Source: an optimization exercise on an open RTL-to-GDS flow (aim: small area, a short achievable clock period and few clock cycles per item). Production flows keep margins and buffers that such runs may drop.
Where RTL was checked, it was by simulation tests only, not by an equivalence proof against the original.
Power is estimated from default activity; no workload was simulated.

==> v9 <==
==> flow/design.v (excerpt) <==
module popcount256 (
  input  logic         clk_i,
  input  logic         rst_ni,
  input  logic         valid_i,
  input  logic [255:0] data_i,
  output logic         valid_o,
  output logic [8:0]   popcount_o
);
Settings: LEC_CHECK=0, CAP_MARGIN=20, CORE_MARGIN=2, CORE_UTILIZATION=55, SLEW_MARGIN=20, SYNTH_HIERARCHICAL=1, BUFFER_PORTS_ARGS=-buffer_cell sky130_fd_sc_hd__buf_1, PRE_RESIZE_TCL=/design/flow/flow/pre_resize.tcl, CTS_ARGS=-sink_clustering_enable -repair_clock_nets -dont_use_dummy_load -buf_list sky130_fd_sc_hd__clkbuf_8; clock period 9.5 ns.
standard.sh (not shown) runs the stock make flow with config.mk's settings and CLKGATE_MAP_FILE= SYNTH_SCRIPT=/design/flow/synth_recipe.tcl, a recipe that flattens the netlist after the stock synthesis.
==> flow/flow/run.sh <==
#!/bin/bash
# Own layout flow: the standard ORFS flow (standard.sh, standard synthesis
# unchanged), with sky130 buf_1 cells as the port buffers (buf_2 on the
# outputs, flow/pre_resize.tcl) and a clock tree
# built without dummy balancing loads. Each tool's output is in the ORFS logs
# (orfs/logs/...); make's own output goes to standard.log.
set -euo pipefail
cat >> config.mk <<EOF2
export BUFFER_PORTS_ARGS = -buffer_cell sky130_fd_sc_hd__buf_1
export PRE_RESIZE_TCL = $PWD/flow/pre_resize.tcl
export CTS_ARGS = -sink_clustering_enable -repair_clock_nets -dont_use_dummy_load -buf_list sky130_fd_sc_hd__clkbuf_8
EOF2
bash standard.sh finish > standard.log 2>&1
==> flow/flow/pre_resize.tcl <==
# Drive each output port with a buf_2 instead of the buf_1 that
# buffer_ports gave it (outputs see 10 fF and an output delay).
foreach bterm [[ord::get_db_block] getBTerms] {
  if { [$bterm getIoType] != "OUTPUT" } { continue }
  foreach it [[$bterm getNet] getITerms] {
    if { [$it isOutputSignal] } {
      set inst [$it getInst]
      if { [[$inst getMaster] getName] == "sky130_fd_sc_hd__buf_1" } {
        replace_cell [$inst getName] sky130_fd_sc_hd__buf_2
      }
    }
  }
}
==> inputs of v23, as changes to v9 <==
--- a/flow/design.v
+++ b/flow/design.v
@@ -457,19 +457,19 @@
   logic s1_451;
   logic c1_452;
   logic s1_453;
   logic c1_454;
   logic s1_455;
   logic c1_456;
   logic s1_457;
   logic c1_458;
-  logic [26:0] p1_q;
-  logic s2_459;
-  logic c2_460;
+  logic s1_459;
+  logic c1_460;
+  logic [25:0] p1_q;
   logic s2_461;
   logic c2_462;
   logic s2_463;
   logic c2_464;
   logic s2_465;
   logic c2_466;
   logic s2_467;
   logic c2_468;
@@ -725,32 +725,32 @@
   fa u_fa444 (.a(c1_404), .b(c1_410), .c(c1_406), .s(s1_443), .co(c1_444));
   fa u_fa446 (.a(c1_408), .b(s1_435), .c(c1_412), .s(s1_445), .co(c1_446));
   fa u_fa448 (.a(s1_437), .b(c1_414), .c(s1_439), .s(s1_447), .co(c1_448));
   fa u_fa450 (.a(c1_416), .b(c1_418), .c(c1_420), .s(s1_449), .co(c1_450));
   fa u_fa452 (.a(s1_441), .b(c1_422), .c(s1_443), .s(s1_451), .co(c1_452));
   fa u_fa454 (.a(c1_424), .b(c1_426), .c(s1_445), .s(s1_453), .co(c1_454));
   fa u_fa456 (.a(c1_436), .b(c1_438), .c(c1_440), .s(s1_455), .co(c1_456));
   fa u_fa458 (.a(c1_442), .b(c1_444), .c(c1_446), .s(s1_457), .co(c1_458));
-  fa u_fa460 (.a(p1_q[2]), .b(p1_q[3]), .c(p1_q[4]), .s(s2_459), .co(c2_460));
-  fa u_fa462 (.a(p1_q[5]), .b(p1_q[6]), .c(p1_q[7]), .s(s2_461), .co(c2_462));
-  fa u_fa464 (.a(p1_q[8]), .b(p1_q[9]), .c(p1_q[10]), .s(s2_463), .co(c2_464));
-  fa u_fa466 (.a(c2_460), .b(s2_461), .c(s2_463), .s(s2_465), .co(c2_466));
-  fa u_fa468 (.a(p1_q[11]), .b(p1_q[12]), .c(p1_q[13]), .s(s2_467), .co(c2_468));
-  fa u_fa470 (.a(p1_q[14]), .b(p1_q[15]), .c(p1_q[16]), .s(s2_469), .co(c2_470));
-  fa u_fa472 (.a(p1_q[17]), .b(p1_q[18]), .c(c2_462), .s(s2_471), .co(c2_472));
-  fa u_fa474 (.a(c2_464), .b(s2_467), .c(s2_469), .s(s2_473), .co(c2_474));
-  fa u_fa476 (.a(s2_471), .b(c2_466), .c(s2_473), .s(s2_475), .co(c2_476));
-  fa u_fa478 (.a(p1_q[19]), .b(p1_q[20]), .c(p1_q[21]), .s(s2_477), .co(c2_478));
-  fa u_fa480 (.a(p1_q[22]), .b(p1_q[23]), .c(p1_q[24]), .s(s2_479), .co(c2_480));
-  fa u_fa482 (.a(c2_468), .b(c2_470), .c(s2_477), .s(s2_481), .co(c2_482));
-  fa u_fa484 (.a(s2_479), .b(c2_472), .c(c2_474), .s(s2_483), .co(c2_484));
-  fa u_fa486 (.a(s2_481), .b(c2_476), .c(s2_483), .s(s2_485), .co(c2_486));
-  fa u_fa488 (.a(p1_q[25]), .b(p1_q[26]), .c(c2_478), .s(s2_487), .co(c2_488));
-  fa u_fa490 (.a(c2_480), .b(c2_482), .c(s2_487), .s(s2_489), .co(c2_490));
+  fa u_fa460 (.a(s1_455), .b(c1_448), .c(c1_450), .s(s1_459), .co(c1_460));
+  fa u_fa462 (.a(p1_q[2]), .b(p1_q[3]), .c(p1_q[4]), .s(s2_461), .co(c2_462));
+  fa u_fa464 (.a(p1_q[5]), .b(p1_q[6]), .c(p1_q[7]), .s(s2_463), .co(c2_464));
+  fa u_fa466 (.a(p1_q[8]), .b(p1_q[9]), .c(p1_q[10]), .s(s2_465), .co(c2_466));
+  fa u_fa468 (.a(c2_462), .b(s2_463), .c(s2_465), .s(s2_467), .co(c2_468));
+  fa u_fa470 (.a(p1_q[11]), .b(p1_q[12]), .c(p1_q[13]), .s(s2_469), .co(c2_470));
+  fa u_fa472 (.a(p1_q[14]), .b(p1_q[15]), .c(p1_q[16]), .s(s2_471), .co(c2_472));
+  fa u_fa474 (.a(p1_q[17]), .b(p1_q[18]), .c(c2_464), .s(s2_473), .co(c2_474));
+  fa u_fa476 (.a(c2_466), .b(s2_469), .c(s2_471), .s(s2_475), .co(c2_476));
+  fa u_fa478 (.a(s2_473), .b(c2_468), .c(s2_475), .s(s2_477), .co(c2_478));
+  fa u_fa480 (.a(p1_q[19]), .b(p1_q[20]), .c(p1_q[21]), .s(s2_479), .co(c2_480));
+  fa u_fa482 (.a(p1_q[22]), .b(c2_470), .c(c2_472), .s(s2_481), .co(c2_482));
+  fa u_fa484 (.a(s2_479), .b(c2_474), .c(s2_481), .s(s2_483), .co(c2_484));
+  fa u_fa486 (.a(c2_476), .b(c2_478), .c(s2_483), .s(s2_485), .co(c2_486));
+  fa u_fa488 (.a(p1_q[23]), .b(p1_q[24]), .c(p1_q[25]), .s(s2_487), .co(c2_488));
+  fa u_fa490 (.a(c2_480), .b(s2_487), .c(c2_482), .s(s2_489), .co(c2_490));
   fa u_fa492 (.a(p2_q[6]), .b(p2_q[7]), .c(p2_q[8]), .s(s3_491), .co(c3_492));
   fa u_fa494 (.a(p2_q[9]), .b(p2_q[10]), .c(c3_492), .s(s3_493), .co(c3_494));
   assign row_a = {1'b0, c3_494, s3_493, s3_491, p2_q[5], p2_q[4], p2_q[3], p2_q[2], p2_q[0]};
   assign row_b = {1'b0, 1'b0, 1'b0, 1'b0, 1'b0, 1'b0, 1'b0, 1'b0, p2_q[1]};
   assign count_o = row_a + row_b;
   always_ff @(posedge clk_i) begin
     p0_q[0] <= s0_173;
     p0_q[1] <= s0_175;
@@ -885,33 +885,32 @@
     p1_q[13] <= s1_449;
     p1_q[14] <= c1_430;
     p1_q[15] <= c1_428;
     p1_q[16] <= c1_434;
     p1_q[17] <= s1_453;
     p1_q[18] <= s1_447;
     p1_q[19] <= c1_452;
     p1_q[20] <= s1_457;
-    p1_q[21] <= c1_450;
-    p1_q[22] <= s1_455;
-    p1_q[23] <= c1_454;
-    p1_q[24] <= c1_448;
-    p1_q[25] <= c1_458;
-    p1_q[26] <= c1_456;
+    p1_q[21] <= s1_459;
+    p1_q[22] <= c1_454;
+    p1_q[23] <= c1_458;
+    p1_q[24] <= c1_456;
+    p1_q[25] <= c1_460;
   end
   always_ff @(posedge clk_i) begin
     p2_q[0] <= p1_q[0];
     p2_q[1] <= p1_q[1];
-    p2_q[2] <= s2_459;
-    p2_q[3] <= s2_465;
-    p2_q[4] <= s2_475;
+    p2_q[2] <= s2_461;
+    p2_q[3] <= s2_467;
+    p2_q[4] <= s2_477;
     p2_q[5] <= s2_485;
     p2_q[6] <= s2_489;
-    p2_q[7] <= c2_486;
-    p2_q[8] <= c2_484;
+    p2_q[7] <= c2_484;
+    p2_q[8] <= c2_486;
     p2_q[9] <= c2_488;
     p2_q[10] <= c2_490;
   end
 endmodule
 module fa (
   input  logic a, b, c,
   output logic s, co
 );
==> flow/flow/run.sh (replaced) <==
#!/bin/bash
# Own layout flow: the standard ORFS flow (standard.sh, standard synthesis
# unchanged), with sky130 buf_1 cells as the port buffers and a clock tree
# built without dummy balancing loads. Each tool's output is in the ORFS logs
# (orfs/logs/...); make's own output goes to standard.log.
set -euo pipefail
cat >> config.mk <<'EOF2'
export BUFFER_PORTS_ARGS = -buffer_cell sky130_fd_sc_hd__buf_1
export CTS_ARGS = -sink_clustering_enable -repair_clock_nets -dont_use_dummy_load -buf_list sky130_fd_sc_hd__clkbuf_8
EOF2
bash standard.sh finish > standard.log 2>&1
==> flow/config.mk (replaced) <==
export PLATFORM = sky130hd
export DESIGN_NAME = popcount256
export DESIGN_NICKNAME = popcount256
export VERILOG_FILES = /design/flow/design.v
export SDC_FILE = /design/flow/constraint.sdc
export NUM_CORES = 4
export LEC_CHECK = 0
export CAP_MARGIN = 20
export CORE_MARGIN = 2
export CORE_UTILIZATION = 55
export PLACE_DENSITY = 0.8
export SLEW_MARGIN = 20
export SYNTH_HIERARCHICAL = 1
export BUFFER_PORTS_ARGS = -buffer_cell sky130_fd_sc_hd__buf_1
export CTS_ARGS = -sink_clustering_enable -repair_clock_nets -dont_use_dummy_load -buf_list sky130_fd_sc_hd__clkbuf_8
removed: flow/flow/pre_resize.tcl
==> inputs of v38, as changes to v9 <==
--- a/flow/design.v
+++ b/flow/design.v
@@ -457,19 +457,19 @@
   logic s1_451;
   logic c1_452;
   logic s1_453;
   logic c1_454;
   logic s1_455;
   logic c1_456;
   logic s1_457;
   logic c1_458;
-  logic [26:0] p1_q;
-  logic s2_459;
-  logic c2_460;
+  logic s1_459;
+  logic c1_460;
+  logic [25:0] p1_q;
   logic s2_461;
   logic c2_462;
   logic s2_463;
   logic c2_464;
   logic s2_465;
   logic c2_466;
   logic s2_467;
   logic c2_468;
@@ -725,32 +725,32 @@
   fa u_fa444 (.a(c1_404), .b(c1_410), .c(c1_406), .s(s1_443), .co(c1_444));
   fa u_fa446 (.a(c1_408), .b(s1_435), .c(c1_412), .s(s1_445), .co(c1_446));
   fa u_fa448 (.a(s1_437), .b(c1_414), .c(s1_439), .s(s1_447), .co(c1_448));
   fa u_fa450 (.a(c1_416), .b(c1_418), .c(c1_420), .s(s1_449), .co(c1_450));
   fa u_fa452 (.a(s1_441), .b(c1_422), .c(s1_443), .s(s1_451), .co(c1_452));
   fa u_fa454 (.a(c1_424), .b(c1_426), .c(s1_445), .s(s1_453), .co(c1_454));
   fa u_fa456 (.a(c1_436), .b(c1_438), .c(c1_440), .s(s1_455), .co(c1_456));
   fa u_fa458 (.a(c1_442), .b(c1_444), .c(c1_446), .s(s1_457), .co(c1_458));
-  fa u_fa460 (.a(p1_q[2]), .b(p1_q[3]), .c(p1_q[4]), .s(s2_459), .co(c2_460));
-  fa u_fa462 (.a(p1_q[5]), .b(p1_q[6]), .c(p1_q[7]), .s(s2_461), .co(c2_462));
-  fa u_fa464 (.a(p1_q[8]), .b(p1_q[9]), .c(p1_q[10]), .s(s2_463), .co(c2_464));
-  fa u_fa466 (.a(c2_460), .b(s2_461), .c(s2_463), .s(s2_465), .co(c2_466));
-  fa u_fa468 (.a(p1_q[11]), .b(p1_q[12]), .c(p1_q[13]), .s(s2_467), .co(c2_468));
-  fa u_fa470 (.a(p1_q[14]), .b(p1_q[15]), .c(p1_q[16]), .s(s2_469), .co(c2_470));
-  fa u_fa472 (.a(p1_q[17]), .b(p1_q[18]), .c(c2_462), .s(s2_471), .co(c2_472));
-  fa u_fa474 (.a(c2_464), .b(s2_467), .c(s2_469), .s(s2_473), .co(c2_474));
-  fa u_fa476 (.a(s2_471), .b(c2_466), .c(s2_473), .s(s2_475), .co(c2_476));
-  fa u_fa478 (.a(p1_q[19]), .b(p1_q[20]), .c(p1_q[21]), .s(s2_477), .co(c2_478));
-  fa u_fa480 (.a(p1_q[22]), .b(p1_q[23]), .c(p1_q[24]), .s(s2_479), .co(c2_480));
-  fa u_fa482 (.a(c2_468), .b(c2_470), .c(s2_477), .s(s2_481), .co(c2_482));
-  fa u_fa484 (.a(s2_479), .b(c2_472), .c(c2_474), .s(s2_483), .co(c2_484));
-  fa u_fa486 (.a(s2_481), .b(c2_476), .c(s2_483), .s(s2_485), .co(c2_486));
-  fa u_fa488 (.a(p1_q[25]), .b(p1_q[26]), .c(c2_478), .s(s2_487), .co(c2_488));
-  fa u_fa490 (.a(c2_480), .b(c2_482), .c(s2_487), .s(s2_489), .co(c2_490));
+  fa u_fa460 (.a(s1_455), .b(c1_448), .c(c1_450), .s(s1_459), .co(c1_460));
+  fa u_fa462 (.a(p1_q[2]), .b(p1_q[3]), .c(p1_q[4]), .s(s2_461), .co(c2_462));
+  fa u_fa464 (.a(p1_q[5]), .b(p1_q[6]), .c(p1_q[7]), .s(s2_463), .co(c2_464));
+  fa u_fa466 (.a(p1_q[8]), .b(p1_q[9]), .c(p1_q[10]), .s(s2_465), .co(c2_466));
+  fa u_fa468 (.a(c2_462), .b(s2_463), .c(s2_465), .s(s2_467), .co(c2_468));
+  fa u_fa470 (.a(p1_q[11]), .b(p1_q[12]), .c(p1_q[13]), .s(s2_469), .co(c2_470));
+  fa u_fa472 (.a(p1_q[14]), .b(p1_q[15]), .c(p1_q[16]), .s(s2_471), .co(c2_472));
+  fa u_fa474 (.a(p1_q[17]), .b(p1_q[18]), .c(c2_464), .s(s2_473), .co(c2_474));
+  fa u_fa476 (.a(c2_466), .b(s2_469), .c(s2_471), .s(s2_475), .co(c2_476));
+  fa u_fa478 (.a(s2_473), .b(c2_468), .c(s2_475), .s(s2_477), .co(c2_478));
+  fa u_fa480 (.a(p1_q[19]), .b(p1_q[20]), .c(p1_q[21]), .s(s2_479), .co(c2_480));
+  fa u_fa482 (.a(p1_q[22]), .b(c2_470), .c(c2_472), .s(s2_481), .co(c2_482));
+  fa u_fa484 (.a(s2_479), .b(c2_474), .c(s2_481), .s(s2_483), .co(c2_484));
+  fa u_fa486 (.a(c2_476), .b(c2_478), .c(s2_483), .s(s2_485), .co(c2_486));
+  fa u_fa488 (.a(p1_q[23]), .b(p1_q[24]), .c(p1_q[25]), .s(s2_487), .co(c2_488));
+  fa u_fa490 (.a(c2_480), .b(s2_487), .c(c2_482), .s(s2_489), .co(c2_490));
   fa u_fa492 (.a(p2_q[6]), .b(p2_q[7]), .c(p2_q[8]), .s(s3_491), .co(c3_492));
   fa u_fa494 (.a(p2_q[9]), .b(p2_q[10]), .c(c3_492), .s(s3_493), .co(c3_494));
   assign row_a = {1'b0, c3_494, s3_493, s3_491, p2_q[5], p2_q[4], p2_q[3], p2_q[2], p2_q[0]};
   assign row_b = {1'b0, 1'b0, 1'b0, 1'b0, 1'b0, 1'b0, 1'b0, 1'b0, p2_q[1]};
   assign count_o = row_a + row_b;
   always_ff @(posedge clk_i) begin
     p0_q[0] <= s0_173;
     p0_q[1] <= s0_175;
@@ -885,33 +885,32 @@
     p1_q[13] <= s1_449;
     p1_q[14] <= c1_430;
     p1_q[15] <= c1_428;
     p1_q[16] <= c1_434;
     p1_q[17] <= s1_453;
     p1_q[18] <= s1_447;
     p1_q[19] <= c1_452;
     p1_q[20] <= s1_457;
-    p1_q[21] <= c1_450;
-    p1_q[22] <= s1_455;
-    p1_q[23] <= c1_454;
-    p1_q[24] <= c1_448;
-    p1_q[25] <= c1_458;
-    p1_q[26] <= c1_456;
+    p1_q[21] <= s1_459;
+    p1_q[22] <= c1_454;
+    p1_q[23] <= c1_458;
+    p1_q[24] <= c1_456;
+    p1_q[25] <= c1_460;
   end
   always_ff @(posedge clk_i) begin
     p2_q[0] <= p1_q[0];
     p2_q[1] <= p1_q[1];
-    p2_q[2] <= s2_459;
-    p2_q[3] <= s2_465;
-    p2_q[4] <= s2_475;
+    p2_q[2] <= s2_461;
+    p2_q[3] <= s2_467;
+    p2_q[4] <= s2_477;
     p2_q[5] <= s2_485;
     p2_q[6] <= s2_489;
-    p2_q[7] <= c2_486;
-    p2_q[8] <= c2_484;
+    p2_q[7] <= c2_484;
+    p2_q[8] <= c2_486;
     p2_q[9] <= c2_488;
     p2_q[10] <= c2_490;
   end
 endmodule
 module fa (
   input  logic a, b, c,
   output logic s, co
 );
==> flow/flow/run.sh (replaced) <==
#!/bin/bash
# Own layout flow: the standard ORFS flow (standard.sh, standard synthesis
# unchanged), with sky130 buf_1 cells as the port buffers and a clock tree
# built without dummy balancing loads. Each tool's output is in the ORFS logs
# (orfs/logs/...); make's own output goes to standard.log.
set -euo pipefail
cat >> config.mk <<'EOF2'
export BUFFER_PORTS_ARGS = -buffer_cell sky130_fd_sc_hd__buf_1
export CTS_ARGS = -sink_clustering_enable -repair_clock_nets -dont_use_dummy_load -buf_list sky130_fd_sc_hd__clkbuf_8
EOF2
bash standard.sh finish > standard.log 2>&1
==> flow/config.mk (replaced) <==
export PLATFORM = sky130hd
export DESIGN_NAME = popcount256
export DESIGN_NICKNAME = popcount256
export VERILOG_FILES = /design/flow/design.v
export SDC_FILE = /design/flow/constraint.sdc
export NUM_CORES = 4
export LEC_CHECK = 0
export CAP_MARGIN = 20
export CORE_MARGIN = 2
export CORE_UTILIZATION = 45
export GPL_ROUTABILITY_DRIVEN = 0
export PLACE_DENSITY = 0.9
export SLEW_MARGIN = 20
export SYNTH_HIERARCHICAL = 1
export BUFFER_PORTS_ARGS = -buffer_cell sky130_fd_sc_hd__buf_1
export CTS_ARGS = -sink_clustering_enable -repair_clock_nets -dont_use_dummy_load -buf_list sky130_fd_sc_hd__clkbuf_8
removed: flow/flow/pre_resize.tcl
==> qor summary <==
item	v9	v23	v38
CTS clk-pin slew, worst paths	0.08 ns	0.06 ns	0.07 ns
Final instance area	0.009901 mm²	0.009868 mm²	0.009920 mm²
Syn nets	938	937	937
Worst setup slack after placement	6.315 ns	6.299 ns	6.301 ns
FF-to-FF path depth	4	5	5
Relative area change from synthesis to final layout	17.68%	17.58%	18.19%
Sequential element share of the synthesized area	39.74%	39.59%	39.59%
Post-layout net count	1225	1224	1224
Internal Pwr Total	0.002006 W	0.002013 W	0.002029 W
Syn avg cell area	19.57 µm²	19.56 µm²	19.56 µm²
Vias per inst	4.609	4.761	4.548
Buffering overhead	10.29%	10.19%	10.14%
Synth top area share	58.77%	58.91%	58.91%
Power drawn by the combinational cells	0.00173 W	0.00177 W	0.00182 W
Status	timing/DRC/antenna clean	timing/DRC/antenna clean	timing/DRC/antenna clean
Maximum frequency from static timing analysis	354.2 MHz	357.3 MHz	357.6 MHz
Maximum cell stage delay along the critical path	0.36 ns	0.35 ns	0.36 ns
Final setup slack of the worst path	6.677 ns	6.701 ns	6.704 ns
Power per cell area	326.0 mW/mm²	330.7 mW/mm²	333.6 mW/mm²
First-pass GRT wire length	23340 µm	26120 µm	26880 µm
Met1 usage in global routing	26.09%	26.31%	21.41%
Met2 wire len	7173 µm	8745 µm	9765 µm
Clock group	0.000358 W	0.000364 W	0.000360 W
DIE AREA	0.01630 mm²	0.01626 mm²	0.01976 mm²
Sequential fraction of total cell area	33.77%	33.68%	33.50%
Testbench counts of v23, summed over its fixed seeds: cycles 16,024, items 16,000.
Testbench counts of v38, summed over its fixed seeds: cycles 16,024, items 16,000.
No functional check of the RTL was part of v9.

separate check: timing with driven ports:
No port has a modelled driver above. Below, the same layouts with a new extraction and two added sets of constraints.
Step 1: set_driving_cell puts a clkbuf_16 on clk_i and a buf_2 on each other input, an assumption about the parent block.
Step 2 also shifts input and output timing later by t, the mid clock arrival at the registers, as if the neighbouring blocks saw the same clock.
a / b / c = ideal / step 1 / step 2; a / b = the first two.
run	t (ns)	setup slack, ns	worst register clock-pin slew, ns	pins driven straight from the clock port
v9	0.459	6.677 / 6.642 / 6.302	0.08 / 0.08	1
v23	0.470	6.701 / 6.660 / 6.315	0.08 / 0.08	1
v38	0.462	6.704 / 6.665 / 6.287	0.08 / 0.08	1
After both steps every run listed still meets setup and hold. The setup slack of v38, which loses most, moves by -0.039 ns with the drivers and by -0.417 ns with both steps.
